This is an optimization exercise on Yosys and OpenROAD, whose aim is small area, not a production implementation.
Function was checked by simulation only, so behaviour that the tests miss may differ from the original.
Power and IR drop assume default switching activity.

**design/flow/flow/run.sh**
```bash
#!/bin/bash
# Own layout flow: the standard ORFS layout (standard.sh), with
#  - synthesis by flow/synth.tcl: the standard synthesis script, except that
#    ABC maps the combinational logic with flow/abc_area.script, and adders
#    are left to ABC too (ADDER_MAP_FILE empty: no half/full-adder cells);
#  - every input and output port buffered with sky130_fd_sc_hd__buf_1;
#  - the clock tree built from sky130_fd_sc_hd__clkbuf_8 in sink clusters of
#    up to 16 flip-flops within 50 um, without dummy loads.
# make's full output goes to flow_make.log; ORFS keeps each step's own log
# under orfs/logs/.
set -euo pipefail
W=$(pwd)
export OWN_ABC_SCRIPT=$W/flow/abc_area.script
bash standard.sh \
  SYNTH_SCRIPT=$W/flow/synth.tcl \
  ADDER_MAP_FILE= \
  "BUFFER_PORTS_ARGS=-buffer_cell sky130_fd_sc_hd__buf_1" \
  "CTS_ARGS=-sink_clustering_enable -repair_clock_nets -dont_use_dummy_load -buf_list sky130_fd_sc_hd__clkbuf_8 -sink_clustering_size 16 -sink_clustering_max_diameter 50" \
  finish > $W/flow_make.log 2>&1
grep -q "own flow abc" $W/orfs/logs/*/sdrc_top/base/1_2_yosys.log
test -s $W/out/final.def
```
**design/flow/flow/synth.tcl**
```tcl
# The standard synthesis (synth_recipe.tcl), except that ABC maps the
# combinational logic with flow/abc_area.script (an area-oriented &nf
# mapping) instead of ORFS's abc script. Registers are mapped before ABC
# runs, so they keep the standard synthesis's cells and names.
proc synth {args} { yosys synth -nofsm -noshare {*}$args }
proc abc {args} {
  set newargs {}
  set skip 0
  foreach a $args {
    if {$skip} { set skip 0; lappend newargs $::env(OWN_ABC_SCRIPT); continue }
    if {$a eq "-script"} { set skip 1 }
    lappend newargs $a
  }
  puts "own flow abc: $newargs"
  yosys abc {*}$newargs
}
source $::env(SCRIPTS_DIR)/synth.tcl
# left out here: clear keep_hierarchy, flatten, clean up, hide names made inside functions, write 1_2_yosys.v
```
**design/flow/config.mk**
```make
export PLATFORM = sky130hd
export DESIGN_NAME = sdrc_top
export DESIGN_NICKNAME = sdrc_top
export VERILOG_FILES = /design/flow/design.v
export SDC_FILE = /design/flow/constraint.sdc
export NUM_CORES = 4
export LEC_CHECK = 0
export ABC_AREA = 1
export CAP_MARGIN = 20
export CORE_MARGIN = 2
export CORE_UTILIZATION = 60
export SLEW_MARGIN = 20
```
**design/flow/design.v**
```verilog
`timescale 1ns/1ps
module sdrc_req_gen (
   input             clk,
   input             reset_n,
   input [1:0]       cfg_colbits,
   input [1:0]       sdr_width,
   input             req,
   input [25:0]      req_addr,
   input [8:0]       req_len,
   input             req_wr_n,
   input             req_wrap,
   output reg        req_ack,
   output reg        r2x_idle,
   output reg        r2b_req,
   output reg        r2b_start,
   output            r2b_last,
   output reg        r2b_write,
   output            r2b_wrap,
   output [1:0]      r2b_ba,
   output [12:0]     r2b_raddr,
   output [10:0]     r2b_caddr,
   output [8:0]      r2b_len,
   input             b2r_ack,
   input             b2r_arb_ok
);
   localparam REQ_IDLE      = 2'b00;
   localparam REQ_ACTIVE    = 2'b01;
   localparam REQ_PAGE_WRAP = 2'b10;
   reg  [1:0]  req_st, next_req_st;
   reg         req_ld, lcl_wrap, page_ovflw_r;
   reg  [8:0]  lcl_req_len;
   reg  [10:0] curr_col;     
   reg  [14:0] curr_rb;      
   wire [10:0] col_mask = {cfg_colbits == 2'b11, cfg_colbits[1], |cfg_colbits, 8'hff};
   reg  [10:0] col_sh;
   reg  [8:0]  req_len_int;
   always @(*) begin
      case (sdr_width)
         2'b00:   begin col_sh = req_addr[10:0];         req_len_int = req_len;               end
         2'b01:   begin col_sh = {req_addr[9:0], 1'b0};  req_len_int = {req_len[7:0], 1'b0};  end
         default: begin col_sh = {req_addr[8:0], 2'b0};  req_len_int = {req_len[6:0], 2'b0};  end
      endcase
   end
   wire [10:0] col_in = col_sh & col_mask;
   wire [1:0] w = (sdr_width == 2'b00) ? 2'd0 : (sdr_width == 2'b01) ? 2'd1 : 2'd2;
   wire [3:0] s = 4'd8 + {2'b0, cfg_colbits} - {2'b0, w};
   reg  [14:0] rb_in;
   always @(*) begin
      case (s)
         4'd6:    rb_in = req_addr[20:6];
         4'd7:    rb_in = req_addr[21:7];
         4'd8:    rb_in = req_addr[22:8];
         4'd9:    rb_in = req_addr[23:9];
         4'd10:   rb_in = req_addr[24:10];
         default: rb_in = req_addr[25:11];
      endcase
   end
   wire [11:0] page   = 12'h100 << cfg_colbits;
   wire [11:0] end_in = {1'b0, col_in} + {3'b0, req_len_int};
   wire page_ovflw = (end_in > page) & ~req_wrap;
   wire [11:0] room = page - {1'b0, curr_col};
   wire split = r2b_start & page_ovflw_r;
   assign r2b_len  = split ? room[8:0] : lcl_req_len;
   wire [11:0] end_sum = {1'b0, curr_col} + {3'b0, lcl_req_len};
   wire [11:0] rest    = end_sum - page;
   wire [8:0]  next_req_len = split ? rest[8:0] : 9'd0;
   wire [10:0] next_col = split ? 11'd0 : (end_sum[10:0] & col_mask);
   wire [1:0]  end_cy   = (cfg_colbits == 2'b00) ? end_sum[9:8] :
                          (cfg_colbits == 2'b01) ? {1'b0, end_sum[9]} :
                          (cfg_colbits == 2'b10) ? {1'b0, end_sum[10]} : {1'b0, end_sum[11]};
   wire [1:0]  next_cy  = split ? 2'd1 : end_cy;
   wire [14:0] next_rb  = curr_rb + {13'b0, next_cy};
   assign r2b_wrap  = lcl_wrap;
   assign r2b_last  = (r2b_start & ~page_ovflw_r) | (req_st == REQ_PAGE_WRAP);
   assign r2b_ba    = curr_rb[1:0];
   assign r2b_raddr = curr_rb[14:2];
   assign r2b_caddr = curr_col;
   always @ (posedge clk) begin
      page_ovflw_r  <= req_ack & page_ovflw;
      if (req_ack) begin
         r2b_write     <= ~req_wr_n;
         lcl_wrap      <= req_wrap;
      end
      r2b_start   <= (req_ack) ? 1'b1 : (b2r_ack) ? 1'b0 : r2b_start;
      lcl_req_len <= (req_ack) ? req_len_int :
                     (req_ld) ? next_req_len : lcl_req_len;
      curr_col    <= (req_ack) ? col_in : (req_ld) ? next_col : curr_col;
      curr_rb     <= (req_ack) ? rb_in  : (req_ld) ? next_rb  : curr_rb;
   end
   always @ (*) begin
      r2x_idle    = 1'b0;
      req_ack     = 1'b0;
      req_ld      = 1'b0;
      r2b_req     = 1'b0;
      next_req_st = REQ_IDLE;
      case (req_st)
         REQ_IDLE : begin
            r2x_idle = ~req;
            req_ack = req & b2r_arb_ok;
            next_req_st = (req & b2r_arb_ok) ? REQ_ACTIVE : REQ_IDLE;
         end
         REQ_ACTIVE : begin
            req_ld = b2r_ack;
            r2b_req = 1'b1;
            next_req_st = (b2r_ack) ? ((page_ovflw_r) ? REQ_PAGE_WRAP : REQ_IDLE) : REQ_ACTIVE;
         end
         REQ_PAGE_WRAP : begin
            req_ld = b2r_ack;
            r2b_req = 1'b1;
            next_req_st = (b2r_ack) ? REQ_IDLE : REQ_PAGE_WRAP;
         end
         default : ;
      endcase
   end
   always @ (posedge clk)
      if (~reset_n) req_st <= REQ_IDLE;
      else          req_st <= next_req_st;
endmodule
`timescale 1ns/1ps
module sdrc_bank_fsm (
   input             clk,
   input             reset_n,
   input             r2b_req,
   input [12:0]      r2b_raddr,
   input             r2b_write,
   input             page_hit,
   output            b2r_ack,
   input             sdr_dma_last,
   input             h_write,
   output reg        b2x_req,
   output reg [1:0]  b2x_cmd,
   output            idle,
   output reg [12:0] l_raddr,
   output reg        bank_valid,
   input             x2b_ack,
   output            tras_ok,
   input             xfr_ok,
   input             x2b_refresh,
   input             x2b_pre_ok,
   input             x2b_act_ok,
   input             x2b_rdok,
   input             x2b_wrok,
   input [3:0]       tras_delay,
   input [3:0]       trp_delay,
   input [3:0]       trcd_delay
);
   localparam BANK_IDLE         = 3'b000;
   localparam BANK_PRE          = 3'b001;
   localparam BANK_ACT          = 3'b010;
   localparam BANK_XFR          = 3'b011;
   localparam BANK_DMA_LAST_PRE = 3'b100;
   reg [2:0]  bank_st, next_bank_st;
   reg [3:0]  tras_cntr, timer0;
   reg        l_sdr_dma_last;
   assign idle = (bank_st == BANK_IDLE);
   assign b2r_ack = idle & r2b_req;
   assign tras_ok = ~|tras_cntr;
   wire timer0_tc = ~|timer0;
   wire activate_bank = (b2x_cmd == 2'b01) & x2b_ack;
   wire ld_trp  = (b2x_cmd == 2'b00) & x2b_ack;
   wire closed = (bank_st == BANK_DMA_LAST_PRE);
   always @ (posedge clk)
      if (~reset_n) begin
         bank_valid <= 1'b0;
         tras_cntr <= 4'b0;
         timer0 <= 4'b0;
         bank_st <= BANK_IDLE;
         l_sdr_dma_last <= 1'b0;
      end
      else begin
         bank_valid <= (x2b_refresh | closed) ? 1'b0 :
                       (activate_bank) ? 1'b1 : bank_valid;
         tras_cntr <= (activate_bank) ? tras_delay :
                      (~tras_ok) ? tras_cntr - 4'b1 : 4'b0;
         timer0 <= (ld_trp) ? trp_delay :
                   (activate_bank) ? trcd_delay :
                   (~timer0_tc) ? timer0 - 4'b1 : timer0;
         bank_st <= next_bank_st;
         if (b2r_ack) l_sdr_dma_last <= sdr_dma_last;
      end
   always @ (posedge clk)
      if (b2r_ack) l_raddr <= r2b_raddr;
   always @ (*) begin
      b2x_req = 1'b0;
      b2x_cmd = 2'b00;
      next_bank_st = bank_st;
      case (bank_st)
         BANK_IDLE : begin
            if (r2b_req) begin
               if (page_hit) begin
                  b2x_req = xfr_ok & ((r2b_write) ? x2b_wrok : x2b_rdok);
                  b2x_cmd = {1'b1, r2b_write};
                  next_bank_st = (x2b_ack) ? BANK_IDLE : BANK_XFR;
               end
               else begin
                  b2x_req = tras_ok & x2b_pre_ok;
                  next_bank_st = (~l_sdr_dma_last & x2b_ack) ? BANK_ACT : BANK_PRE;
               end
            end
         end
         BANK_PRE : begin
            b2x_req = tras_ok & x2b_pre_ok;
            next_bank_st = (x2b_ack) ? BANK_ACT : BANK_PRE;
         end
         BANK_ACT : begin
            b2x_req = timer0_tc & x2b_act_ok;
            b2x_cmd = 2'b01;
            next_bank_st = (x2b_ack) ? BANK_XFR : BANK_ACT;
         end
         BANK_XFR : begin
            b2x_req = timer0_tc & xfr_ok & ((h_write) ? x2b_wrok : x2b_rdok);
            b2x_cmd = {1'b1, h_write};
            next_bank_st = (x2b_refresh) ? BANK_ACT :
                           (x2b_ack & l_sdr_dma_last) ? BANK_DMA_LAST_PRE :
                           (x2b_ack) ? BANK_IDLE : BANK_XFR;
         end
         BANK_DMA_LAST_PRE : begin
            b2x_req = tras_ok & x2b_pre_ok;
            next_bank_st = (x2b_ack) ? BANK_IDLE : BANK_DMA_LAST_PRE;
         end
         default : ;
      endcase
   end
endmodule
`timescale 1ns/1ps
module sdrc_bank_ctl (
   input             clk,
   input             reset_n,
   input [1:0]       a2b_req_depth,
   input             r2b_req,
   input             r2b_start,
   input             r2b_last,
   input             r2b_wrap,
   input [1:0]       r2b_ba,
   input [12:0]      r2b_raddr,
   input [10:0]      r2b_caddr,
   input [8:0]       r2b_len,
   input             r2b_write,
   output            b2r_arb_ok,
   output            b2r_ack,
   output            b2x_idle,
   output reg        b2x_req,
   output            b2x_start,
   output            b2x_last,
   output            b2x_wrap,
   output reg [1:0]  b2x_ba,
   output [12:0]     b2x_addr,
   output [8:0]      b2x_len,
   output [1:0]      b2x_cmd,
   input             x2b_ack,
   output            b2x_tras_ok,
   input             x2b_refresh,
   input             x2b_pre_ok,
   input             x2b_act_ok,
   input             x2b_rdok,
   input             x2b_wrok,
   input             sdr_req_norm_dma_last,
   input [3:0]       tras_delay,
   input [3:0]       trp_delay,
   input [3:0]       trcd_delay
);
   wire [3:0]  r2i_req, i2r_ack, i2x_req, tras_ok, idle, valid;
   wire [12:0] row [0:3];
   wire [1:0]  i2x_cmd [0:3];
   wire [3:0]  x2i_ack, xfr_ok;
   reg [1:0]   rank_cnt;
   reg [1:0]   rank_ba0, rank_ba1, rank_ba2;
   reg [2:0]   rank_ba_last;
   reg [10:0]  f_caddr0, f_caddr1, f_caddr2;
   reg [8:0]   f_len0, f_len1, f_len2;
   reg [3:0]   f_flg0, f_flg1, f_flg2;    
   wire rank_fifo_mt   = (rank_cnt == 2'b00);
   wire rank_fifo_full = (rank_cnt == a2b_req_depth);
   assign b2x_tras_ok = &tras_ok;
   assign b2r_arb_ok  = ~rank_fifo_full;
   assign b2r_ack     = |i2r_ack;
   assign b2x_idle    = rank_fifo_mt;
   wire [1:0] xfr_ba = rank_fifo_mt ? r2b_ba : rank_ba0;
   genvar g;
   generate for (g = 0; g < 4; g = g + 1) begin : gb
      assign r2i_req[g] = (r2b_ba == g) & r2b_req & ~rank_fifo_full;
      assign x2i_ack[g] = (b2x_ba == g) & x2b_ack;
      assign xfr_ok[g]  = (xfr_ba == g);
   end endgenerate
   wire page_hit = valid[r2b_ba] & (r2b_raddr == row[r2b_ba]);
   wire [3:0] pa_req = i2x_req & {~i2x_cmd[3][1], ~i2x_cmd[2][1], ~i2x_cmd[1][1], ~i2x_cmd[0][1]};
   wire rank_req0 = i2x_req[xfr_ba];
   wire rank_req1 = rank_cnt[1] & pa_req[rank_ba1];
   wire rank_req2 = (rank_cnt == 2'd3) & pa_req[rank_ba2];
   always @ (*) begin
      b2x_req = 1'b1;
      if (rank_req0)      b2x_ba = xfr_ba;
      else if (rank_req1) b2x_ba = rank_ba1;
      else if (rank_req2) b2x_ba = rank_ba2;
      else begin
         b2x_req = 1'b0;
         b2x_ba = xfr_ba;
      end
   end
   assign b2x_cmd = i2x_cmd[b2x_ba];
   wire [10:0] caddr = rank_fifo_mt ? r2b_caddr : f_caddr0;
   assign b2x_len   = rank_fifo_mt ? r2b_len   : f_len0;
   assign b2x_start = rank_fifo_mt ? r2b_start : f_flg0[3];
   assign b2x_last  = rank_fifo_mt ? r2b_last  : f_flg0[2];
   assign b2x_wrap  = rank_fifo_mt ? r2b_wrap  : f_flg0[1];
   wire   h_write   = f_flg0[0];
   wire [12:0] sel_row = idle[b2x_ba] ? r2b_raddr : row[b2x_ba];
   assign b2x_addr = b2x_cmd[1] ? {2'b0, caddr} :
                     {sel_row[12] & b2x_cmd[0], sel_row[11], sel_row[10] & b2x_cmd[0], sel_row[9:0]};
   wire rank_fifo_wr = b2r_ack;
   wire rank_fifo_rd = b2x_req & b2x_cmd[1] & x2b_ack;
   wire [2:0] rank_wr_sel;
   assign rank_wr_sel[0] = (rank_cnt == 2'd0) ? rank_fifo_wr :
                           (rank_cnt == 2'd1) ? rank_fifo_wr & rank_fifo_rd : 1'b0;
   assign rank_wr_sel[1] = (rank_cnt == 2'd1) ? rank_fifo_wr & ~rank_fifo_rd :
                           (rank_cnt == 2'd2) ? rank_fifo_wr & rank_fifo_rd : 1'b0;
   assign rank_wr_sel[2] = (rank_cnt == 2'd2) ? rank_fifo_wr & ~rank_fifo_rd :
                           (rank_cnt == 2'd3) ? rank_fifo_wr & rank_fifo_rd : 1'b0;
   always @ (posedge clk)
      if (~reset_n) begin
         rank_cnt <= 2'b0;
         rank_ba0 <= 2'b0;
         rank_ba1 <= 2'b0;
         rank_ba2 <= 2'b0;
         rank_ba_last <= 3'b0;
      end
      else begin
         rank_cnt <= (rank_fifo_wr & ~rank_fifo_rd) ? rank_cnt + 2'b1 :
                     (~rank_fifo_wr & rank_fifo_rd) ? rank_cnt - 2'b1 : rank_cnt;
         rank_ba0 <= (rank_wr_sel[0]) ? r2b_ba : (rank_fifo_rd) ? rank_ba1 : rank_ba0;
         rank_ba1 <= (rank_wr_sel[1]) ? r2b_ba : (rank_fifo_rd) ? rank_ba2 : rank_ba1;
         rank_ba2 <= (rank_wr_sel[2]) ? r2b_ba : (rank_fifo_rd) ? 2'b00 : rank_ba2;
         rank_ba_last[0] <= (rank_wr_sel[0]) ? sdr_req_norm_dma_last :
                            (rank_fifo_rd) ? rank_ba_last[1] : rank_ba_last[0];
         rank_ba_last[1] <= (rank_wr_sel[1]) ? sdr_req_norm_dma_last :
                            (rank_fifo_rd) ? rank_ba_last[2] : rank_ba_last[1];
         rank_ba_last[2] <= (rank_wr_sel[2]) ? sdr_req_norm_dma_last :
                            (rank_fifo_rd) ? 1'b0 : rank_ba_last[2];
      end
   wire [3:0] r2b_flg = {r2b_start, r2b_last, r2b_wrap, r2b_write};
   always @ (posedge clk) begin
      if (rank_wr_sel[0]) begin
         f_caddr0 <= r2b_caddr; f_len0 <= r2b_len; f_flg0 <= r2b_flg;
      end else if (rank_fifo_rd) begin
         f_caddr0 <= f_caddr1; f_len0 <= f_len1; f_flg0 <= f_flg1;
      end
      if (rank_wr_sel[1]) begin
         f_caddr1 <= r2b_caddr; f_len1 <= r2b_len; f_flg1 <= r2b_flg;
      end else if (rank_fifo_rd) begin
         f_caddr1 <= f_caddr2; f_len1 <= f_len2; f_flg1 <= f_flg2;
      end
      if (rank_wr_sel[2]) begin
         f_caddr2 <= r2b_caddr; f_len2 <= r2b_len; f_flg2 <= r2b_flg;
      end
   end
   wire [3:0] dma_last_i = {1'b0, rank_ba_last};
   generate for (g = 0; g < 4; g = g + 1) begin : gf
      sdrc_bank_fsm u_fsm (
         .clk (clk), .reset_n (reset_n),
         .r2b_req (r2i_req[g]), .r2b_raddr (r2b_raddr), .r2b_write (r2b_write),
         .page_hit (page_hit), .b2r_ack (i2r_ack[g]), .sdr_dma_last (dma_last_i[g]),
         .h_write (h_write),
         .b2x_req (i2x_req[g]), .b2x_cmd (i2x_cmd[g]), .idle (idle[g]),
         .l_raddr (row[g]), .bank_valid (valid[g]), .x2b_ack (x2i_ack[g]),
         .tras_ok (tras_ok[g]), .xfr_ok (xfr_ok[g]), .x2b_refresh (x2b_refresh),
         .x2b_pre_ok (x2b_pre_ok), .x2b_act_ok (x2b_act_ok),
         .x2b_rdok (x2b_rdok), .x2b_wrok (x2b_wrok),
         .tras_delay (tras_delay), .trp_delay (trp_delay), .trcd_delay (trcd_delay));
   end endgenerate
endmodule
`timescale 1ns/1ps
module sdrc_xfr_ctl (
   input             clk,
   input             reset_n,
   input             b2x_req,
   input             b2x_start,
   input             b2x_last,
   input             b2x_wrap,
   input [1:0]       b2x_ba,
   input [12:0]      b2x_addr,
   input [8:0]       b2x_len,
   input [1:0]       b2x_cmd,
   input             b2x_tras_ok,
   output            x2b_ack,
   output            x2b_refresh,
   output            x2b_pre_ok,
   output            x2b_act_ok,
   output            x2b_rdok,
   output            x2b_wrok,
   output reg        sdr_cs_n,
   output reg        sdr_ras_n,
   output reg        sdr_cas_n,
   output reg        sdr_we_n,
   output reg [7:0]  sdr_dqm,
   output reg [1:0]  sdr_ba,
   output reg [12:0] sdr_addr,
   output reg [63:0] sdr_dout,
   output reg        sdr_den_n,
   output            x2a_rdlast,
   output            x2a_wrlast,
   input [63:0]      a2x_wrdt,
   input [7:0]       a2x_wren_n,
   output            x2a_wrnext,
   output            x2a_rdok,
   output reg        sdr_init_done,
   input             sdram_enable,
   input [12:0]      sdram_mode_reg,
   input             cas_latency_3,
   input [3:0]       trp_delay,
   input [3:0]       trcar_delay,
   input [11:0]      rfsh_time,
   input [2:0]       rfsh_rmax
);
   localparam SDR_DESEL     = 4'b1111;
   localparam SDR_NOOP      = 4'b0111;
   localparam SDR_ACTIVATE  = 4'b0011;
   localparam SDR_READ      = 4'b0101;
   localparam SDR_WRITE     = 4'b0100;
   localparam SDR_BT        = 4'b0110;
   localparam SDR_PRECHARGE = 4'b0010;
   localparam SDR_REFRESH   = 4'b0001;
   localparam SDR_MODE      = 4'b0000;
   localparam XFR_IDLE  = 2'b00;
   localparam XFR_WRITE = 2'b01;
   localparam XFR_READ  = 2'b10;
   localparam XFR_RDWT  = 2'b11;
   reg [1:0]   xfr_st, next_xfr_st;
   reg [12:0]  xfr_caddr;
   reg         l_last, l_wrap;
   reg [1:0]   l_ba;
   reg [11:0]  l_len;
   reg         mgmt_req;
   reg [3:0]   mgmt_cmd;
   reg [12:0]  mgmt_addr;
   reg [1:0]   mgmt_ba;
   reg         sel_mgmt, sel_b2x;
   reg         cb_pre_ok, rdok, wrok, wr_next, rd_next, act_cmd, d_act_cmd;
   reg [3:0]   i_xfr_cmd;
   reg [4:0]   l_rd_next, l_rd_last;
   reg         init_delay_done;
   wire b2x_read   = (b2x_cmd == 2'b10);
   wire b2x_write  = (b2x_cmd == 2'b11);
   wire b2x_prechg = (b2x_cmd == 2'b00);
   wire [3:0] b2x_sdr_cmd = {1'b0, b2x_cmd[1], ~b2x_cmd[1], b2x_cmd[1] ^ b2x_cmd[0]};
   wire b2x_prechg_hit = b2x_prechg & (b2x_ba == l_ba);
   wire [3:0]  xfr_cmd  = (sel_mgmt) ? mgmt_cmd : (sel_b2x) ? b2x_sdr_cmd : i_xfr_cmd;
   wire [12:0] xfr_addr = (sel_mgmt) ? mgmt_addr : (sel_b2x) ? b2x_addr : xfr_caddr + 13'd1;
   wire [1:0]  xfr_ba   = (sel_mgmt) ? mgmt_ba : (sel_b2x) ? b2x_ba : l_ba;
   wire mgmt_ack = sel_mgmt;
   assign x2b_ack = sel_b2x;
   wire ld_xfr = sel_b2x & b2x_cmd[1];
   wire [11:0] xfr_len  = (ld_xfr) ? {3'b0, b2x_len} : l_len;
   wire [11:0] l_len_m1 = l_len - 12'd1;
   wire l_xfr_end = ~|l_len_m1;
   wire [11:0] next_xfr_len = (ld_xfr) ? {3'b0, b2x_len} : (l_xfr_end) ? l_len : l_len_m1;
   wire d_rd_next  = cas_latency_3 ? l_rd_next[4] : l_rd_next[3];
   wire d_rd_last  = cas_latency_3 ? l_rd_last[4] : l_rd_last[3];
   wire rd_pipe_mt = ~|l_rd_next[2:0] & ~(cas_latency_3 & l_rd_next[3]);
   wire last_burst = (ld_xfr) ? b2x_last : l_last;
   wire len_le1 = ~|xfr_len[11:1];
   wire rd_last = rd_next & last_burst & len_le1;
   wire wr_last = last_burst & len_le1;
   wire burst_bdry = &xfr_caddr[1:0];
   always @ (posedge clk) begin
      xfr_caddr <= (ld_xfr) ? b2x_addr : (rd_next | wr_next) ? xfr_caddr + 13'd1 : xfr_caddr;
      if (ld_xfr) begin
         l_wrap <= b2x_wrap;
         l_ba <= b2x_ba;
      end
      l_len <= next_xfr_len;
      act_cmd <= (xfr_cmd == SDR_ACTIVATE);
      d_act_cmd <= act_cmd;
   end
   always @ (posedge clk)
      if (~reset_n) begin
         l_last <= 1'b0;
         l_rd_next <= 5'b0;
         l_rd_last <= 5'b0;
         xfr_st <= XFR_IDLE;
      end
      else begin
         l_last <= last_burst;
         l_rd_next <= {l_rd_next[3:0], rd_next};
         l_rd_last <= {l_rd_last[3:0], rd_last};
         xfr_st <= next_xfr_st;
      end
   always @ (*) begin
      case (xfr_st)
         XFR_IDLE : begin
            sel_mgmt = mgmt_req;
            sel_b2x = ~mgmt_req & sdr_init_done & b2x_req;
            i_xfr_cmd = SDR_DESEL;
            rd_next = ~mgmt_req & sdr_init_done & b2x_req & b2x_read;
            wr_next = ~mgmt_req & sdr_init_done & b2x_req & b2x_write;
            rdok = ~mgmt_req;
            cb_pre_ok = 1'b1;
            wrok = ~mgmt_req;
            next_xfr_st = (mgmt_req | ~sdr_init_done) ? XFR_IDLE :
                          (~b2x_req) ? XFR_IDLE :
                          (b2x_read) ? XFR_READ :
                          (b2x_write) ? XFR_WRITE : XFR_IDLE;
         end
         XFR_READ : begin
            rd_next = ~l_xfr_end | ~mgmt_req & b2x_req & b2x_read;
            wr_next = 1'b0;
            rdok = l_xfr_end & ~mgmt_req;
            cb_pre_ok = l_xfr_end;
            wrok = 1'b0;
            sel_mgmt = 1'b0;
            if (l_xfr_end) begin
               if (~l_wrap) begin
                  i_xfr_cmd = SDR_BT;
                  sel_b2x = b2x_req & ~mgmt_req & (b2x_read | b2x_prechg_hit);
               end
               else begin
                  i_xfr_cmd = SDR_DESEL;
                  sel_b2x = b2x_req & ~mgmt_req & ~b2x_write;
               end
               next_xfr_st = (sdr_init_done) ? ((b2x_req & ~mgmt_req & b2x_read) ? XFR_READ : XFR_RDWT) : XFR_IDLE;
            end
            else begin
               i_xfr_cmd = (burst_bdry & ~l_wrap) ? SDR_READ : SDR_DESEL;
               sel_b2x = ~(burst_bdry & ~l_wrap) & b2x_req;
               next_xfr_st = XFR_READ;
            end
         end
         XFR_RDWT : begin
            rd_next = ~mgmt_req & b2x_req & b2x_read;
            wr_next = rd_pipe_mt & ~mgmt_req & b2x_req & b2x_write;
            rdok = ~mgmt_req;
            cb_pre_ok = 1'b1;
            wrok = rd_pipe_mt & ~mgmt_req;
            sel_mgmt = mgmt_req;
            sel_b2x = ~mgmt_req & b2x_req;
            i_xfr_cmd = SDR_DESEL;
            next_xfr_st = (~mgmt_req & b2x_req & b2x_read) ? XFR_READ :
                          (~rd_pipe_mt) ? XFR_RDWT :
                          (~mgmt_req & b2x_req & b2x_write) ? XFR_WRITE : XFR_IDLE;
         end
         default : begin  
            rd_next = l_xfr_end & ~mgmt_req & b2x_req & b2x_read;
            wr_next = ~l_xfr_end | ~mgmt_req & b2x_req & b2x_write;
            rdok = l_xfr_end & ~mgmt_req;
            cb_pre_ok = 1'b0;
            wrok = l_xfr_end & ~mgmt_req;
            sel_mgmt = 1'b0;
            if (l_xfr_end) begin
               if (~l_wrap) begin
                  sel_b2x = b2x_req & ~mgmt_req & (b2x_read | b2x_write);
                  i_xfr_cmd = SDR_BT;
               end
               else begin
                  sel_b2x = b2x_req & ~mgmt_req & ~b2x_prechg_hit;
                  i_xfr_cmd = SDR_DESEL;
               end
               next_xfr_st = (~mgmt_req & b2x_req & b2x_read) ? XFR_READ :
                             (~mgmt_req & b2x_req & b2x_write) ? XFR_WRITE : XFR_IDLE;
            end
            else begin
               if (burst_bdry & ~l_wrap) begin
                  sel_b2x = 1'b0;
                  i_xfr_cmd = SDR_WRITE;
               end
               else begin
                  sel_b2x = b2x_req & ~mgmt_req;
                  i_xfr_cmd = SDR_DESEL;
               end
               next_xfr_st = XFR_WRITE;
            end
         end
      endcase
   end
   assign x2b_refresh = (xfr_cmd == SDR_REFRESH);
   assign x2b_act_ok  = ~act_cmd & ~d_act_cmd;
   assign x2b_rdok    = rdok;
   assign x2b_wrok    = wrok;
   assign x2b_pre_ok  = cb_pre_ok;
   assign x2a_rdlast = d_rd_last;
   assign x2a_wrlast = wr_last;
   assign x2a_wrnext = wr_next;
   assign x2a_rdok   = d_rd_next;
   always @ (posedge clk)
      if (~reset_n) begin
         sdr_cs_n  <= 1'b1;
         sdr_ras_n <= 1'b1;
         sdr_cas_n <= 1'b1;
         sdr_we_n  <= 1'b1;
         sdr_dqm   <= 8'hff;
         sdr_den_n <= 1'b1;
      end
      else begin
         sdr_cs_n  <= xfr_cmd[3];
         sdr_ras_n <= xfr_cmd[2];
         sdr_cas_n <= xfr_cmd[1];
         sdr_we_n  <= xfr_cmd[0];
         sdr_dqm <= (~init_delay_done) ? 8'hff : (wr_next) ? a2x_wren_n : 8'h00;
         sdr_den_n <= ~wr_next;
      end
   always @ (posedge clk) begin
      sdr_addr <= xfr_addr;
      sdr_ba   <= xfr_ba;
      sdr_dout <= a2x_wrdt;
   end
   localparam MGM_INIT_DELAY   = 4'b0000;
   localparam MGM_INIT_NOOP    = 4'b0001;
   localparam MGM_POWERUP      = 4'b0010;
   localparam MGM_PRECHARGE    = 4'b0011;
   localparam MGM_PCHWT        = 4'b0100;
   localparam MGM_REFRESH      = 4'b0101;
   localparam MGM_REFWT        = 4'b0110;
   localparam MGM_MODE_REG     = 4'b0111;
   localparam MGM_MODE_WT      = 4'b1000;
   localparam MGM_MODE_EXT_REG = 4'b1001;
   localparam MGM_MODE_EXT_WT  = 4'b1010;
   localparam MGM_ACTIVE       = 4'b1011;
   reg [3:0]  mgmt_st, next_mgmt_st;
   reg [3:0]  tmr0, tmr0_d;
   reg [3:0]  cntr1, cntr1_d;
   reg        ld_tmr0, ld_cntr1, dec_cntr1, set_sdr_init_done;
   reg [11:0] rfsh_timer;
   reg [2:0]  rfsh_row_cnt;
   reg [11:0] init_lfsr;
   reg        mode_set, wr_mode_set;
   wire tmr0_tc = ~|tmr0;
   wire cntr1_tc = ~|cntr1;
   wire rfsh_timer_tc = (rfsh_timer == rfsh_time);
   wire ref_req = (rfsh_row_cnt >= rfsh_rmax);
   wire precharge_ok = cb_pre_ok & b2x_tras_ok;
   always @ (posedge clk)
      if (~reset_n) begin
         mgmt_st <= MGM_POWERUP;
         tmr0 <= 4'b0;
         cntr1 <= 4'h7;
         rfsh_timer <= 12'b0;
         rfsh_row_cnt <= 3'b0;
         sdr_init_done <= 1'b0;
         init_lfsr <= 12'h001;
         init_delay_done <= 1'b0;
         mode_set <= 1'b0;
      end
      else begin
         mgmt_st <= next_mgmt_st;
         tmr0 <= (ld_tmr0) ? tmr0_d : (~tmr0_tc) ? tmr0 - 4'd1 : tmr0;
         cntr1 <= (ld_cntr1) ? cntr1_d : (dec_cntr1) ? cntr1 - 4'd1 : cntr1;
         sdr_init_done <= (set_sdr_init_done | sdr_init_done) & sdram_enable;
         rfsh_timer <= (rfsh_timer_tc) ? 12'b0 : rfsh_timer + 12'd1;
         rfsh_row_cnt <= (~set_sdr_init_done) ? 3'b0 :
                         (rfsh_timer_tc) ? rfsh_row_cnt + 3'd1 : rfsh_row_cnt;
         init_lfsr <= {init_lfsr[10:0], init_lfsr[11] ^ init_lfsr[5] ^ init_lfsr[3] ^ init_lfsr[0]};
         init_delay_done <= init_delay_done | (init_lfsr == 12'hc83);
         mode_set <= wr_mode_set;
      end
   always @ (*) begin
      mgmt_req = 1'b1;
      mgmt_cmd = SDR_DESEL;
      mgmt_ba = 2'b0;
      mgmt_addr = 13'h400;
      ld_tmr0 = 1'b0;
      tmr0_d = 4'h7;
      ld_cntr1 = 1'b0;
      dec_cntr1 = 1'b0;
      cntr1_d = {1'b0, rfsh_row_cnt};
      set_sdr_init_done = 1'b0;
      wr_mode_set = 1'b0;
      next_mgmt_st = MGM_POWERUP;
      case (mgmt_st)
         MGM_POWERUP : begin
            mgmt_req = 1'b0;
            ld_cntr1 = 1'b1;
            cntr1_d = 4'hf;
            next_mgmt_st = (sdram_enable) ? MGM_INIT_DELAY : MGM_POWERUP;
         end
         MGM_INIT_DELAY : begin
            mgmt_req = 1'b0;
            next_mgmt_st = (init_delay_done) ? MGM_INIT_NOOP : MGM_INIT_DELAY;
         end
         MGM_INIT_NOOP : begin
            mgmt_cmd = SDR_NOOP;
            ld_tmr0 = mgmt_ack;
            tmr0_d = trp_delay;
            next_mgmt_st = (mgmt_ack) ? MGM_PRECHARGE : MGM_INIT_NOOP;
         end
         MGM_PRECHARGE : begin
            mgmt_cmd = (precharge_ok) ? SDR_PRECHARGE : SDR_DESEL;
            ld_tmr0 = mgmt_ack;
            tmr0_d = trp_delay;
            next_mgmt_st = (precharge_ok & mgmt_ack) ? MGM_PCHWT : MGM_PRECHARGE;
         end
         MGM_PCHWT : begin
            next_mgmt_st = (tmr0_tc) ? MGM_REFRESH : MGM_PCHWT;
         end
         MGM_REFRESH : begin
            mgmt_cmd = SDR_REFRESH;
            ld_tmr0 = mgmt_ack;
            tmr0_d = trcar_delay;
            dec_cntr1 = mgmt_ack;
            wr_mode_set = mode_set;
            next_mgmt_st = (mgmt_ack) ? MGM_REFWT : MGM_REFRESH;
         end
         MGM_REFWT : begin
            wr_mode_set = mode_set;
            next_mgmt_st = (~tmr0_tc) ? MGM_REFWT :
                           (~cntr1_tc) ? MGM_REFRESH :
                           (sdr_init_done | mode_set) ? MGM_ACTIVE : MGM_MODE_REG;
         end
         MGM_MODE_REG : begin
            mgmt_cmd = SDR_MODE;
            mgmt_ba = {1'b0, sdram_mode_reg[11]};
            mgmt_addr = sdram_mode_reg;
            ld_tmr0 = mgmt_ack;
            next_mgmt_st = (mgmt_ack) ? MGM_MODE_WT : MGM_MODE_REG;
         end
         MGM_MODE_WT : begin
            next_mgmt_st = (~tmr0_tc) ? MGM_MODE_WT : MGM_MODE_EXT_REG;
         end
         MGM_MODE_EXT_REG : begin
            mgmt_cmd = SDR_MODE;
            mgmt_ba = 2'b10;
            mgmt_addr = 13'h0;
            ld_tmr0 = mgmt_ack;
            next_mgmt_st = (mgmt_ack) ? MGM_MODE_EXT_WT : MGM_MODE_EXT_REG;
         end
         MGM_MODE_EXT_WT : begin
            wr_mode_set = 1'b1;
            next_mgmt_st = (~tmr0_tc) ? MGM_MODE_EXT_WT : MGM_REFRESH;
         end
         MGM_ACTIVE : begin
            mgmt_req = 1'b0;
            ld_cntr1 = ref_req;
            set_sdr_init_done = 1'b1;
            next_mgmt_st = (~sdram_enable) ? MGM_POWERUP :
                           (ref_req) ? MGM_PRECHARGE : MGM_ACTIVE;
         end
         default : begin
            mgmt_req = 1'b0;
            next_mgmt_st = MGM_POWERUP;
         end
      endcase
   end
endmodule
`timescale 1ns/1ps
module sdrc_bs_convert (
   input             clk,
   input             reset_n,
   input [1:0]       sdr_width,
   input             x2a_rdlast,
   input [63:0]      x2a_rddt,
   input             x2a_rdok,
   input             x2a_wrlast,
   input             x2a_wrnext,
   output reg [63:0] a2x_wrdt,
   output reg [7:0]  a2x_wren_n,
   input [63:0]      app_wr_data,
   input [7:0]       app_wr_en_n,
   output reg        app_wr_next,
   output reg [63:0] app_rd_data,
   output reg        app_rd_valid
);
   reg [23:0] saved_rd_data;
   reg [1:0]  rd_xfr_count;
   reg [1:0]  wr_xfr_count;
   always @(*) begin
      if (sdr_width == 2'b00) begin
         a2x_wrdt     = app_wr_data;
         a2x_wren_n   = app_wr_en_n;
         app_wr_next  = x2a_wrnext;
         app_rd_data  = x2a_rddt;
         app_rd_valid = x2a_rdok;
      end
      else if (sdr_width == 2'b01) begin
         app_wr_next  = x2a_wrnext & wr_xfr_count[0];
         app_rd_valid = x2a_rdok & rd_xfr_count[0];
         if (wr_xfr_count[0]) begin
            a2x_wren_n = {6'b0, app_wr_en_n[3:2]};
            a2x_wrdt   = {48'b0, app_wr_data[31:16]};
         end
         else begin
            a2x_wren_n = {6'b0, app_wr_en_n[1:0]};
            a2x_wrdt   = {48'b0, app_wr_data[15:0]};
         end
         app_rd_data = {x2a_rddt[47:0], saved_rd_data[15:0]};
      end
      else begin
         app_wr_next  = x2a_wrnext & (wr_xfr_count == 2'b11);
         app_rd_valid = x2a_rdok & (rd_xfr_count == 2'b11);
         case (wr_xfr_count)
            2'b11: begin a2x_wren_n = {7'b0, app_wr_en_n[3]}; a2x_wrdt = {56'b0, app_wr_data[31:24]}; end
            2'b10: begin a2x_wren_n = {7'b0, app_wr_en_n[2]}; a2x_wrdt = {56'b0, app_wr_data[23:16]}; end
            2'b01: begin a2x_wren_n = {7'b0, app_wr_en_n[1]}; a2x_wrdt = {56'b0, app_wr_data[15:8]}; end
            default: begin a2x_wren_n = {7'b0, app_wr_en_n[0]}; a2x_wrdt = {56'b0, app_wr_data[7:0]}; end
         endcase
         app_rd_data = {x2a_rddt[39:0], saved_rd_data[23:0]};
      end
   end
   always @(posedge clk) begin
      if (!reset_n) begin
         rd_xfr_count  <= 2'b0;
         wr_xfr_count  <= 2'b0;
      end
      else begin
         if (x2a_wrlast)      wr_xfr_count <= 2'b0;
         else if (x2a_wrnext) wr_xfr_count <= wr_xfr_count + 2'b1;
         if (x2a_rdlast)      rd_xfr_count <= 2'b0;
         else if (x2a_rdok)   rd_xfr_count <= rd_xfr_count + 2'b1;
      end
      if (x2a_rdok) begin
            if (sdr_width == 2'b01)
               saved_rd_data[15:0] <= x2a_rddt[15:0];
            else begin
               if (rd_xfr_count == 2'b00)      saved_rd_data[7:0]   <= x2a_rddt[7:0];
               else if (rd_xfr_count == 2'b01) saved_rd_data[15:8]  <= x2a_rddt[7:0];
               else if (rd_xfr_count == 2'b10) saved_rd_data[23:16] <= x2a_rddt[7:0];
            end
      end
   end
endmodule
`timescale 1ns/1ps
module sdrc_core (
   input         clk,
   input         reset_n,
   input  [1:0]  sdr_width,
   input  [1:0]  cfg_colbits,
   input         app_req,
   input  [25:0] app_req_addr,
   input  [8:0]  app_req_len,
   input         app_req_wrap,
   input         app_req_wr_n,
   output        app_req_ack,
   input  [1:0]  cfg_req_depth,
   input  [63:0] app_wr_data,
   input  [7:0]  app_wr_en_n,
   output [63:0] app_rd_data,
   output        app_rd_valid,
   output        app_last_rd,
   output        app_last_wr,
   output        app_wr_next_req,
   output        sdr_init_done,
   output        sdr_cs_n,
   output        sdr_cke,
   output        sdr_ras_n,
   output        sdr_cas_n,
   output        sdr_we_n,
   output [7:0]  sdr_dqm,
   output [1:0]  sdr_ba,
   output [12:0] sdr_addr,
   input  [63:0] pad_sdr_din,
   output [63:0] sdr_dout,
   output [7:0]  sdr_den_n,
   input         cfg_sdr_en,
   input  [12:0] cfg_sdr_mode_reg,
   input  [3:0]  cfg_sdr_tras_d,
   input  [3:0]  cfg_sdr_trp_d,
   input  [3:0]  cfg_sdr_trcd_d,
   input  [2:0]  cfg_sdr_cas,
   input  [3:0]  cfg_sdr_trcar_d,
   input  [3:0]  cfg_sdr_twr_d,
   input  [11:0] cfg_sdr_rfsh,
   input  [2:0]  cfg_sdr_rfmax
);
   wire        r2b_req, r2b_start, r2b_last, r2b_wrap, r2b_write, r2x_idle;
   wire [1:0]  r2b_ba;
   wire [12:0] r2b_raddr;
   wire [10:0] r2b_caddr;
   wire [8:0]  r2b_len;
   wire        b2r_ack, b2r_arb_ok;
   wire        b2x_idle, b2x_req, b2x_start, b2x_last, b2x_wrap, b2x_tras_ok;
   wire [1:0]  b2x_ba, b2x_cmd;
   wire [12:0] b2x_addr;
   wire [8:0]  b2x_len;
   wire        x2b_ack, x2b_refresh, x2b_pre_ok, x2b_act_ok, x2b_rdok, x2b_wrok;
   wire        x2a_rdlast, x2a_wrlast, x2a_wrnext, x2a_rdok;
   wire [63:0] a2x_wrdt;
   wire [7:0]  a2x_wren_n;
   wire        den_n;
   reg [63:0] pad_sdr_din1, pad_sdr_din2;
   always @ (posedge clk) begin
      pad_sdr_din1 <= pad_sdr_din;
      pad_sdr_din2 <= pad_sdr_din1;
   end
   reg [1:0] cfg_req_depth_r, cfg_colbits_r;
   reg       cfg_cas3_r;
   always @ (posedge clk) begin
      cfg_req_depth_r <= cfg_req_depth;
      cfg_colbits_r   <= cfg_colbits;
      cfg_cas3_r      <= cfg_sdr_cas[0];
   end
   assign sdr_cke   = 1'b1;
   assign sdr_den_n = {8{den_n}};
   assign app_last_wr = x2a_wrlast;
   assign app_last_rd = x2a_rdlast;
   sdrc_req_gen u_req_gen (
      .clk (clk), .reset_n (reset_n), .cfg_colbits (cfg_colbits_r), .sdr_width (sdr_width),
      .req (app_req), .req_addr (app_req_addr), .req_len (app_req_len),
      .req_wr_n (app_req_wr_n), .req_wrap (app_req_wrap), .req_ack (app_req_ack),
      .r2x_idle (r2x_idle),
      .r2b_req (r2b_req), .r2b_start (r2b_start), .r2b_last (r2b_last),
      .r2b_write (r2b_write), .r2b_wrap (r2b_wrap), .r2b_ba (r2b_ba),
      .r2b_raddr (r2b_raddr), .r2b_caddr (r2b_caddr), .r2b_len (r2b_len),
      .b2r_ack (b2r_ack), .b2r_arb_ok (b2r_arb_ok));
   sdrc_bank_ctl u_bank_ctl (
      .clk (clk), .reset_n (reset_n), .a2b_req_depth (cfg_req_depth_r),
      .r2b_req (r2b_req), .r2b_start (r2b_start), .r2b_last (r2b_last),
      .r2b_wrap (r2b_wrap), .r2b_ba (r2b_ba), .r2b_raddr (r2b_raddr),
      .r2b_caddr (r2b_caddr), .r2b_len (r2b_len), .r2b_write (r2b_write),
      .b2r_arb_ok (b2r_arb_ok), .b2r_ack (b2r_ack),
      .b2x_idle (b2x_idle), .b2x_req (b2x_req), .b2x_start (b2x_start),
      .b2x_last (b2x_last), .b2x_wrap (b2x_wrap), .b2x_ba (b2x_ba),
      .b2x_addr (b2x_addr), .b2x_len (b2x_len), .b2x_cmd (b2x_cmd),
      .x2b_ack (x2b_ack), .b2x_tras_ok (b2x_tras_ok), .x2b_refresh (x2b_refresh),
      .x2b_pre_ok (x2b_pre_ok), .x2b_act_ok (x2b_act_ok), .x2b_rdok (x2b_rdok),
      .x2b_wrok (x2b_wrok), .sdr_req_norm_dma_last (app_req),
      .tras_delay (cfg_sdr_tras_d), .trp_delay (cfg_sdr_trp_d), .trcd_delay (cfg_sdr_trcd_d));
   sdrc_xfr_ctl u_xfr_ctl (
      .clk (clk), .reset_n (reset_n),
      .b2x_req (b2x_req), .b2x_start (b2x_start), .b2x_last (b2x_last),
      .b2x_wrap (b2x_wrap), .b2x_ba (b2x_ba), .b2x_addr (b2x_addr),
      .b2x_len (b2x_len), .b2x_cmd (b2x_cmd), .b2x_tras_ok (b2x_tras_ok),
      .x2b_ack (x2b_ack), .x2b_refresh (x2b_refresh), .x2b_pre_ok (x2b_pre_ok),
      .x2b_act_ok (x2b_act_ok), .x2b_rdok (x2b_rdok), .x2b_wrok (x2b_wrok),
      .sdr_cs_n (sdr_cs_n), .sdr_ras_n (sdr_ras_n), .sdr_cas_n (sdr_cas_n),
      .sdr_we_n (sdr_we_n), .sdr_dqm (sdr_dqm), .sdr_ba (sdr_ba), .sdr_addr (sdr_addr),
      .sdr_dout (sdr_dout), .sdr_den_n (den_n),
      .x2a_rdlast (x2a_rdlast), .x2a_wrlast (x2a_wrlast), .a2x_wrdt (a2x_wrdt),
      .a2x_wren_n (a2x_wren_n), .x2a_wrnext (x2a_wrnext), .x2a_rdok (x2a_rdok),
      .sdr_init_done (sdr_init_done),
      .sdram_enable (cfg_sdr_en), .sdram_mode_reg (cfg_sdr_mode_reg),
      .cas_latency_3 (cfg_cas3_r), .trp_delay (cfg_sdr_trp_d),
      .trcar_delay (cfg_sdr_trcar_d), .rfsh_time (cfg_sdr_rfsh), .rfsh_rmax (cfg_sdr_rfmax));
   sdrc_bs_convert u_bs_convert (
      .clk (clk), .reset_n (reset_n), .sdr_width (sdr_width),
      .x2a_rdlast (x2a_rdlast), .x2a_rddt (pad_sdr_din2), .x2a_rdok (x2a_rdok),
      .x2a_wrlast (x2a_wrlast), .x2a_wrnext (x2a_wrnext),
      .a2x_wrdt (a2x_wrdt), .a2x_wren_n (a2x_wren_n),
      .app_wr_data (app_wr_data), .app_wr_en_n (app_wr_en_n),
      .app_wr_next (app_wr_next_req), .app_rd_data (app_rd_data),
      .app_rd_valid (app_rd_valid));
endmodule
`timescale 1ns/1ps
module sdrc_top 
           (
                   cfg_sdr_width       ,
                   cfg_colbits         ,
                    app_req        ,                   
                    app_req_addr   ,
                    app_req_len    ,
                    app_req_wr_n   ,
                    app_req_wrap   ,
                    app_req_ack    ,                  
                    app_wr_en_n    ,                   
                    app_wr_next_req,                   
                    app_rd_valid   ,                   
                    app_last_rd    ,                    
                    app_last_wr,
                    app_wr_data    ,
                    app_rd_data    ,
                    sdram_clk           ,
                    sdram_resetn        ,
                    sdr_cs_n            ,
                    sdr_cke             ,
                    sdr_ras_n           ,
                    sdr_cas_n           ,
                    sdr_we_n            ,
                    sdr_dqm             ,
                    sdr_ba              ,
                    sdr_addr            , 
                    pad_sdr_din         ,  
                    sdr_dout            ,  
                    sdr_den_n           ,  
                    sdr_init_done       ,
                    cfg_req_depth       ,	         
                    cfg_sdr_en          ,
                    cfg_sdr_mode_reg    ,
                    cfg_sdr_tras_d      ,
                    cfg_sdr_trp_d       ,
                    cfg_sdr_trcd_d      ,
                    cfg_sdr_cas         ,
                    cfg_sdr_trcar_d     ,
                    cfg_sdr_twr_d       ,
                    cfg_sdr_rfsh        ,
    	            cfg_sdr_rfmax
	    );
parameter      APP_AW   = 26;   
parameter      APP_DW   = 64;   
parameter      APP_BW   = 8;    
parameter      APP_RW   = 9;    
parameter      SDR_DW   = 64;   
parameter      SDR_BW   = 8;    
parameter      dw       = 64;   
parameter      tw       = 8;    
parameter      bl       = 9;    
input                   sdram_clk          ;  
input                   sdram_resetn       ;  
input [1:0]             cfg_sdr_width      ;  
input [1:0]             cfg_colbits        ;  
output                  sdr_cke             ;  
output 			        sdr_cs_n            ;  
output                  sdr_ras_n           ;  
output                  sdr_cas_n           ;  
output			        sdr_we_n            ;  
output [SDR_BW-1:0] 	sdr_dqm             ;  
output [1:0] 		    sdr_ba              ;  
output [12:0] 		    sdr_addr            ;  
input [SDR_DW-1:0] 	    pad_sdr_din         ;  
output [SDR_DW-1:0] 	sdr_dout            ;  
output [SDR_BW-1:0] 	sdr_den_n           ;  
output                           sdr_init_done       ;  
input [3:0] 	                 cfg_sdr_tras_d      ;  
input [3:0]                      cfg_sdr_trp_d       ;  
input [3:0]                      cfg_sdr_trcd_d      ;  
input 			                 cfg_sdr_en          ;  
input [1:0] 		             cfg_req_depth       ;  
input [12:0]       		         cfg_sdr_mode_reg    ;
input [2:0] 			         cfg_sdr_cas         ;  
input [3:0]       			     cfg_sdr_trcar_d     ;  
input [3:0]                      cfg_sdr_twr_d       ;  
input [12-1 : 0]  cfg_sdr_rfsh;
input [3 -1 : 0] cfg_sdr_rfmax;
input                  app_req            ;  
input                  app_req_wrap       ;  
input [APP_AW-1:0]     app_req_addr       ;  
input [bl-1:0]         app_req_len        ;
input                  app_req_wr_n       ;  
output                 app_req_ack        ;  
wire                   app_busy_n         ;  
input [dw/8-1:0]       app_wr_en_n        ;  
output                 app_wr_next_req    ;  
output                 app_rd_valid       ;  
output                 app_last_rd        ;  
output                 app_last_wr        ;  
input [dw-1:0]         app_wr_data        ;  
output  [dw-1:0]       app_rd_data        ;  
sdrc_core u_sdrc_core (
   .clk (sdram_clk), .reset_n (sdram_resetn), .sdr_width (cfg_sdr_width), .cfg_colbits (cfg_colbits),
   .app_req (app_req), .app_req_addr (app_req_addr), .app_req_len (app_req_len),
   .app_req_wrap (app_req_wrap), .app_req_wr_n (app_req_wr_n), .app_req_ack (app_req_ack),
   .cfg_req_depth (cfg_req_depth), .app_wr_data (app_wr_data), .app_wr_en_n (app_wr_en_n),
   .app_rd_data (app_rd_data), .app_rd_valid (app_rd_valid), .app_last_rd (app_last_rd),
   .app_last_wr (app_last_wr), .app_wr_next_req (app_wr_next_req), .sdr_init_done (sdr_init_done),
   .sdr_cs_n (sdr_cs_n), .sdr_cke (sdr_cke), .sdr_ras_n (sdr_ras_n), .sdr_cas_n (sdr_cas_n),
   .sdr_we_n (sdr_we_n), .sdr_dqm (sdr_dqm), .sdr_ba (sdr_ba), .sdr_addr (sdr_addr),
   .pad_sdr_din (pad_sdr_din), .sdr_dout (sdr_dout), .sdr_den_n (sdr_den_n),
   .cfg_sdr_en (cfg_sdr_en), .cfg_sdr_mode_reg (cfg_sdr_mode_reg), .cfg_sdr_tras_d (cfg_sdr_tras_d),
   .cfg_sdr_trp_d (cfg_sdr_trp_d), .cfg_sdr_trcd_d (cfg_sdr_trcd_d), .cfg_sdr_cas (cfg_sdr_cas),
   .cfg_sdr_trcar_d (cfg_sdr_trcar_d), .cfg_sdr_twr_d (cfg_sdr_twr_d), .cfg_sdr_rfsh (cfg_sdr_rfsh),
   .cfg_sdr_rfmax (cfg_sdr_rfmax));
endmodule  
```
**design/flow/constraint.sdc**
```tcl
create_clock -name core_clock -period 12.0 [get_ports {sdram_clk}]
set_input_delay 2.4000 -clock core_clock [delete_from_list [all_inputs] [get_ports {sdram_clk}]]
set_output_delay 2.4000 -clock core_clock [all_outputs]
set_load 0.01 [all_outputs]
```
**design/flow/standard.sh**
```bash
#!/bin/bash
# synth_recipe.tcl (not shown) runs the flow's synth.tcl, then flattens the netlist and writes it again
# the make line also repeats each setting of config.mk as NAME=value (left out here)
make -C /OpenROAD-flow-scripts/flow DESIGN_CONFIG=/design/flow/config.mk WORK_HOME=/design/flow/orfs CLKGATE_MAP_FILE= SYNTH_SCRIPT=/design/flow/synth_recipe.tcl "${@:-finish}"
```
**design/flow/flow/abc_area.script**
```
strash
&get -n
&fraig -x
&put
scorr
dc2
strash
dch -f
dc2
strash
&get -n
&dch -f
&nf -R 1000
&put
strash
&get -n
&dch -f
&nf -R 1000
&put
strash
&get -n
&dch -f
&nf -R 1000
&put
```
==> impl_metrics.csv, run 1 <==
group,metric,value,unit
outcome,status,"timing/DRC/antenna clean",
floorplan,placementRows,72,
placed_design,dp_hpwl,49200,um
logic_synthesis,yosys.area_share.xor_xnor,3.02,%
power_and_ir_drop,leakage,9.63,nW
floorplan,core-area,0.0388,mm2
worst_setup_path,r2r-end,"u_sdrc_core.u_bank_ctl.f_len1[0]",
cts,post_cts_buffers,0,
global_routing,grt_antenna_before_repair,1,
sta,relSlewSlack,24.0,%
power_and_ir_drop,power_density,202,mW/mm2
logic_synthesis,synth_area,0.0238,mm2
final_layout,fin_nets,3106,
route,ant_nets,0,
logic_synthesis,synth_compound_area_share,19.5,%
floorplan,die-area,0.0412,mm2
worst_setup_path,reg2reg_from,"u_sdrc_core.u_xfr_ctl.l_len[1]",
logic_synthesis,synth_seq_cells,562,
sta,worstMarginPinSlew,1140,ps
final_layout,regArea,0.0133,mm2
logic_synthesis,synthCells,2389,
route,drt_first_pass_iters,9,
final_layout,fillCellCount,3081,
power_and_ir_drop,vdd_drop_max,125,uV
worst_setup_path,worstPathArrival,8780,ps
final_layout,fin_cells,3389,
cts,numClockSinks,562,
sta,fin_crit_sh,93.2,%
sta,hold_viol,0,
logic_synthesis,synthFlopType,"dfxtp_1",
floorplan,io_pins,404,
route,drc,0,
floorplan,die_x,203,um
hold_path,worstHoldStart,"u_sdrc_core.pad_sdr_din1[31]",
floorplan,initial_core_util,61.2,%
global_routing,grt_pass1_vias,19826,
placed_design,placed_cells,3338,
route,avgViaCountPerCell,6.14,
power_and_ir_drop,total_power,0.00544,W
global_routing,grt_pass1_wl,106000,um
logic_synthesis,syn_nets,2623,
logic_synthesis,yosys-top-cells-area,"dfxtp_1 30%, edfxtp_1 26%, nand2_1 4.8%, nor2_1 4.1%, o21ai_0 3.4%",
worst_setup_path,r2r_slack,2590,ps
cts,numCtsBuffers,50,
sta,setup_viol,0,
sta,max_freq,89.5,MHz
worst_setup_path,worstSetupEndpointType,"output pin",
logic_synthesis,synth_edf_count,207,
hold_path,hold_depth,0,
route,vias,20792,
route,wl,67900,um
cts,clk_pin_slew,100,ps
logic_synthesis,synth_top_area_share,29.9,%
placed_design,gp_congestion,0.919,
worst_setup_path,crit_path_frequent_cell,"nand2_1",
placed_design,portBuffers,396,
sta,fin_skew,74.8,ps
final_layout,multi_input_comb_area,0.0101,mm2
sta,rsz0062_at_grt,"false",
logic_synthesis,yosys_warnings,6,
logic_synthesis,synth_top_family_by_area,"compound AO/OA/AOI/OAI gates",
cts,cts_max_level,2,
final_layout,drive_gt1_share,3.69,%
worst_setup_path,cp.required,9600,ps
route,first_iter_violations,2153,
worst_setup_path,crit_fanout,15,
cts,hold_buffers,0,
worst_setup_path,reg2reg_depth,33,
flow_run,cap_violations,0,
worst_setup_path,critPathLaunchType,"flop",
global_routing,overflow,0,
hold_path,hold_path.class,"reg2reg",
cts,clock_path_buffers,3,
logic_synthesis,muxShareOfSynthArea,1.72,%
cts,cts_root_buf,"clkbuf_8",
logic_synthesis,yosysUniqueCellTypes,62,
cts,insertion_delay,660,ps
global_routing,grt_max_degree,118,
logic_synthesis,synthSimpleGateAreaFrac,17.7,%
logic_synthesis,synth-adder-area-share,0.211,%
logic_synthesis,synth_seq_area_share,56.1,%
worst_setup_path,worstSetupPathType,"reg2out",
logic_synthesis,synth_async_sr_flop_share,0,%
global_routing,grtUsageTotal,32.2,%
final_layout,syn2layout_area_growth,13.3,%
floorplan,die_h,203,um
worst_setup_path,slowest_delay,470,ps
logic_synthesis,postSynthAreaPerCell,9.94,um2
logic_synthesis,synth_largest_area_cell,"dfxtp_1",
cts,cts_tree,"built",
route,wire_per_inst,20.0,um
sta,slew_viol_final,0,
hold_path,holdPathEnd,"u_sdrc_core.pad_sdr_din2[31]",
worst_setup_path,crit_slowest_cell,"or3_1",
sta,finalCriticalPeriod,11180,ps
sta,setup-tns-final,0,ps
[cell families (layout without fill, tap and decap cells)]
family,after synthesis,count (layout)
simple gates,912,912
compound gates,684,684
flops,562,562
buf+inv,104,585
xor+xnor,82,82
mux,39,39
fa+ha+maj,5,5
other cells,1,2
[worst max-delay path by stage]
stage                                           from           to  slack [ps]  depth (start not counted)
floorplan           u_sdrc_core.u_req_gen.curr_rb[0]  app_last_wr         460                         32
global placement      u_sdrc_core.u_xfr_ctl.l_len[1]  app_last_wr        1580                         36
detailed placement    u_sdrc_core.u_xfr_ctl.l_len[1]  app_last_wr        1360                         36
CTS                   u_sdrc_core.u_xfr_ctl.l_len[1]  app_last_wr         630                         36
global route          u_sdrc_core.u_xfr_ctl.l_len[1]  app_last_wr         140                         36
finish                u_sdrc_core.u_xfr_ctl.l_len[1]  app_last_wr         820                         36
[repair_timing]
action                                  CTS  global route
gates resized for setup                   0             1
hold endpoints to repair                  0             0
endpoints found under the setup margin    0             1
[cell type report]
type / instances / area share [%]
clock buffer: 50 / 2.56
tap: 518 / 2.41
timing repair buffer: 440 / 6.76
multi-input combinational: 1723 / 37.4
antenna: 1 / 0.00930
inverter: 95 / 1.33
sequential: 562 / 49.5
[Yosys cell counts (45+ instances only)]
master and n:
a21oi_1 150, a222oi_1 69, a22oi_1 45, and2_0 87
clkinv_1 95, dfxtp_1 355, edfxtp_1 207, nand2_1 303
nand3_1 57, nor2_1 259, nor3_1 48, o21ai_0 163
xnor2_1 50
[per-stage QoR]
step / hold slack (ps) / util [%] / area [um2] / worst slack (ps)
3_3_place_gp: 310 / 67.5 / 26200 / 1580
5_1_grt: 295 / 69.3 / 26900 / 137
3_5_place_dp: 312 / 67.5 / 26200 / 1360
4_1_cts: 302 / 69.3 / 26900 / 634
2_1_floorplan: 310 / - / 23800 / 461
6_report: 301 / 69.3 / 26900 / 821
[layout by cell type (no fill, tap or decap), types with 9 or more instances in the layout]
| cell | count |
|---|---|
| o211ai_1 | 13 |
| nand3_1 | 55 |
| nor3b_1 | 10 |
| and3_1 | 22 |
| nand2b_1 | 29 |
| a22oi_1 | 45 |
| mux2i_1 | 24 |
| nor4_1 | 16 |
| a21oi_1 | 150 |
| o22a_1 | 9 |
| or3_1 | 12 |
| nand2_1 | 303 |
| clkinv_1 | 95 |
| and2_0 | 87 |
| edfxtp_1 | 207 |
| a222oi_1 | 69 |
| nor2b_1 | 27 |
| buf_4 | 44 |
| nand4_1 | 14 |
| o211a_1 | 9 |
| nor3_1 | 48 |
| or2_0 | 12 |
| o22ai_1 | 34 |
| a31oi_1 | 30 |
| nor2_1 | 258 |
| xnor2_1 | 50 |
| xor2_1 | 32 |
| a211oi_1 | 15 |
| mux2_1 | 15 |
| clkbuf_8 | 50 |
| a21o_1 | 20 |
| a22o_1 | 17 |
| dfxtp_1 | 355 |
| o21ai_0 | 163 |
| a221oi_1 | 25 |
| buf_1 | 394 |
[worst max-delay path, delay by kind of cell (launching register included)]
kind / cells / cell delay, ps
AO/OA/AOI/OAI: 10 / 2170
buffers and inverters: 3 / 530
XOR/XNOR: 1 / 410
flip-flops: 1 / 430
AND/OR/NAND/NOR: 22 / 4590
[power by group]
part	leakage [nW]	total, W	internal [W]	switching, W
Clock	0.360	0.000964	0.000371	0.000593
Combinational	4.43	0.00190	0.000656	0.00124
Sequential	4.84	0.00258	0.00233	0.000253
[per-layer routing]
| metal | track usage (%) | vias up | routed length [um] |
|---|---|---|---|
| met2 | 55.3 | 1015 | 32800 |
| met5 | 0 | - | 0 |
| li1 | - | 9816 | - |
| met4 | 10.5 | 0 | 1980 |
| met3 | 6.05 | 134 | 5940 |
| met1 | 41.0 | 9827 | 27100 |
[sequential cells by signal, summed over array words and instances (netlist names), 13 cells and up]
register / flops
u_sdrc_core.pad_sdr_din2: 64
u_sdrc_core.u_bank_ctl.gf.u_fsm.timer0: 16
u_sdrc_core.pad_sdr_din1: 64
u_sdrc_core.u_req_gen.curr_rb: 15
u_sdrc_core.u_bank_ctl.gf.u_fsm.tras_cntr: 16
u_sdrc_core.u_xfr_ctl.xfr_caddr: 13
u_sdrc_core.u_bs_convert.saved_rd_data: 24
u_sdrc_core.u_xfr_ctl.sdr_addr: 13
u_sdrc_core.u_bank_ctl.gf.u_fsm.l_raddr: 52
u_sdrc_core.u_xfr_ctl.sdr_dout: 64
==> run 2, diff against run 1 <==
--- a/design/flow/config.mk
+++ b/design/flow/config.mk
@@ -9,4 +9,4 @@
 export CAP_MARGIN = 20
 export CORE_MARGIN = 2
-export CORE_UTILIZATION = 60
+export CORE_UTILIZATION = 66
 export SLEW_MARGIN = 20
==> run 2 against run 1 <==
Against the previous run:
- first-iteration DRC count fell by 0.93%
- die area decreased by 8.9%
- sequential share of layout area grew 0.15 points
- still clean on timing, DRC and antenna
- highest routed layer unchanged
- clock-buffer cell count is 1 lower
- largest cell class unchanged
- sequential power is essentially flat
- combinational power increased by 3%
- critical path depth increased by 2
- clock skew decreased by 4.7 ps
- wire length increased by 1.6%
==> impl_metrics.csv, run 2 <==
group,metric,value,unit
sta,relSlewSlack,20.0,%
global_routing,grtUsageTotal,35.5,%
logic_synthesis,synth_async_sr_flop_share,0,%
final_layout,reg_top3,"u_sdrc_core.pad_sdr_din1: 64 flops, u_sdrc_core.pad_sdr_din2: 64 flops, u_sdrc_core.u_xfr_ctl.sdr_dout: 64 flops",
power_and_ir_drop,vdd_drop_max,154,uV
hold_path,hold_path.class,"reg2reg",
sta,rsz0062_at_grt,"false",
placed_design,portBuffers,396,
route,vias,21250,
flow_run,cap_violations,0,
cts,cts-resized-gates,0,
sta,setup_ws,826,ps
logic_synthesis,yosys_warnings,6,
placed_design,gp_congestion,0.940,
global_routing,grt_pass1_wl,107000,um
global_routing,overflow,0,
final_layout,final_cell_mix,"394 x buf_1, 355 x dfxtp_1, 302 x nand2_1, 257 x nor2_1, 207 x edfxtp_1",
sta,fin_hold_ws,317,ps
sta,fin_crit_sh,93.1,%
logic_synthesis,synth-adder-area-share,0.211,%
final_layout,drive_gt1_share,3.69,%
route,ant_nets,0,
global_routing,gr-usage-met2,60.4,%
final_layout,final_util,75.6,%
route,drt_first_pass_iters,10,
logic_synthesis,syn_nets,2623,
floorplan,die_x,194,um
power_and_ir_drop,leakage,9.63,nW
global_routing,grt_antenna_before_repair,2,
final_layout,mostFrequentLayoutCell,"buf_1",
route,drc,0,
logic_synthesis,yosys.area_share.xor_xnor,3.02,%
logic_synthesis,synthCells,2389,
logic_synthesis,synthSimpleGateAreaFrac,17.7,%
sta,setup_viol,0,
route,wire_per_inst,20.7,um
logic_synthesis,yosysMostFrequentCell,"dfxtp_1",
logic_synthesis,synth_area,0.0238,mm2
cts,post_cts_buffers,0,
global_routing,grt_max_degree,107,
global_routing,grt_pass1_vias,20440,
floorplan,placementRows,69,
logic_synthesis,synth_top_family_by_area,"compound AO/OA/AOI/OAI gates",
outcome,status,"timing/DRC/antenna clean",
cts,cts_max_level,2,
route,first_iter_violations,2133,
hold_path,hold_depth,0,
route,wl,69000,um
floorplan,io_pins,404,
sta,fin_skew,70.1,ps
worst_setup_path,worstSetupEndpointType,"output pin",
logic_synthesis,synth_seq_area_share,56.1,%
sta,finalCriticalPeriod,11170,ps
floorplan,core-area,0.0355,mm2
cts,cts_tree,"built",
cts,numClockSinks,562,
worst_setup_path,slowest_delay,450,ps
worst_setup_path,critPathLaunchType,"flop",
sta,setup-tns-final,0,ps
worst_setup_path,crit_fanout,17,
cts,numCtsBuffers,49,
sta,max_freq,89.5,MHz
logic_synthesis,synthFlopType,"dfxtp_1",
logic_synthesis,postSynthAreaPerCell,9.94,um2
global_routing,use_met1,44.3,%
floorplan,die_h,194,um
worst_setup_path,worstSetupPathType,"reg2out",
logic_synthesis,synth_top_area_share,29.9,%
floorplan,die-area,0.0375,mm2
logic_synthesis,synth_seq_cells,562,
worst_setup_path,crit_slowest_cell,"or3_1",
logic_synthesis,synth_largest_area_cell,"dfxtp_1",
floorplan,initial_core_util,66.9,%
route,avgViaCountPerCell,6.37,
logic_synthesis,synth_commonest_cells,"355 x dfxtp_1, 303 x nand2_1, 259 x nor2_1",
power_and_ir_drop,power_density,204,mW/mm2
worst_setup_path,worstPathArrival,8770,ps
placed_design,dp_hpwl,50000,um
sta,worstMarginPinSlew,1200,ps
logic_synthesis,synth_compound_area_share,19.5,%
logic_synthesis,synth_edf_count,207,
sta,hold_viol,0,
cts,hold_buffers,0,
logic_synthesis,yosysUniqueCellTypes,62,
global_routing,grt-busiest-layer,"met2",
cts,clk_pin_slew,90,ps
sta,slew_viol_final,0,
final_layout,final_cell_area,0.0268,mm2
final_layout,syn2layout_area_growth,13.0,%
cts,cts_root_buf,"clkbuf_8",
logic_synthesis,yosys-top-cells-area,"dfxtp_1 30%, edfxtp_1 26%, nand2_1 4.8%, nor2_1 4.1%, o21ai_0 3.4%",
worst_setup_path,reg2reg_depth,35,
worst_setup_path,crit_path_frequent_cell,"nand2_1",
worst_setup_path,cp.required,9600,ps
logic_synthesis,muxShareOfSynthArea,1.72,%
global_routing,grtUsageMet3,6.30,%
final_layout,fin_nets,3106,
placed_design,pre_cts_ws,1640,ps
cts,insertion_delay,670,ps
cts,clock_path_buffers,3,
placed_design,dpl-instance-area,0.0261,mm2
[run 2: changes by cell type in the layout (fill, tap and decap cells not counted), sizes merged]
cell,change
diode,+2
clkbuf,-1
buf,+1
[run 2: worst paths after layout]
kind	start	to	slack (ps)
worst max-delay path	u_sdrc_core.u_xfr_ctl.l_len[1]	app_last_wr	830
worst min-delay path	u_sdrc_core.pad_sdr_din1[31]	u_sdrc_core.pad_sdr_din2[31]	320
worst max register to register	u_sdrc_core.u_xfr_ctl.l_len[1]	u_sdrc_core.u_bank_ctl.f_flg1[2]	2610
worst min register to register	u_sdrc_core.pad_sdr_din1[31]	u_sdrc_core.pad_sdr_din2[31]	320
[run 2: kinds of logic after synthesis]
| logic type | after synthesis |
|---|---|
| other | 1 |
| multiplexers | 39 |
| flip-flops | 562 |
| AND/OR/NAND/NOR | 912 |
| AO/OA/AOI/OAI | 684 |
| adder cells (fa/ha/maj) | 5 |
| XOR/XNOR | 82 |
| buffers and inverters | 104 |
[run 2: area by class of cell]
cell class,count,area (um2)
Clock buffer,49,674
Antenna cell,3,7.51
Timing Repair Buffer,441,1830
Inverter,95,357
Fill cell,2489,8650
Tap cell,461,577
Sequential cell,562,13300
Multi-Input combinational cell,1723,10100
[run 2: report_power, final]
part | switching (W) | internal (W)
registers | 0.000259 | 0.00233
clock network | 0.000586 | 0.000364
logic | 0.00128 | 0.000667
[run 2: stage by stage]
step / instances / total power, W
after global routing: 3332 / 0.00575
final: 3334 / 0.00548
after global placement: 3282 / 0.00442
after floorplan: 2389 / 0.00377
after CTS: 3331 / 0.00543
after detailed placement: 3282 / 0.00450
[run 2: metal layers]
metal  part of all wire [%]  vias to the layer above  routed length (um)
met5                      0                        -                   0
met4                    4.1                        0                2840
met3                    9.6                      203                6640
met2                     48                     1264               33400
met1                     38                     9973               26100
li1                       -                     9810                   -
[run 2: critical path: cells and delay by family (launching register included)]
kind	cells	cell delay [ps]
AOI/OAI and AO/OA	10	2150
xor gates and xnor gates	1	340
buffers and inverters	5	1040
DFF	1	440
muxes	1	130
and+or+nand+nor	21	4020

Re-timed with assumed drivers on the ports (clkbuf_16 on the clock, buf_2 on other inputs), run 2 has 0.785 ns of setup slack against 0.826 ns with ideal ports, and 1.463 ns once port delays also move by the mid clock arrival of 0.678 ns.
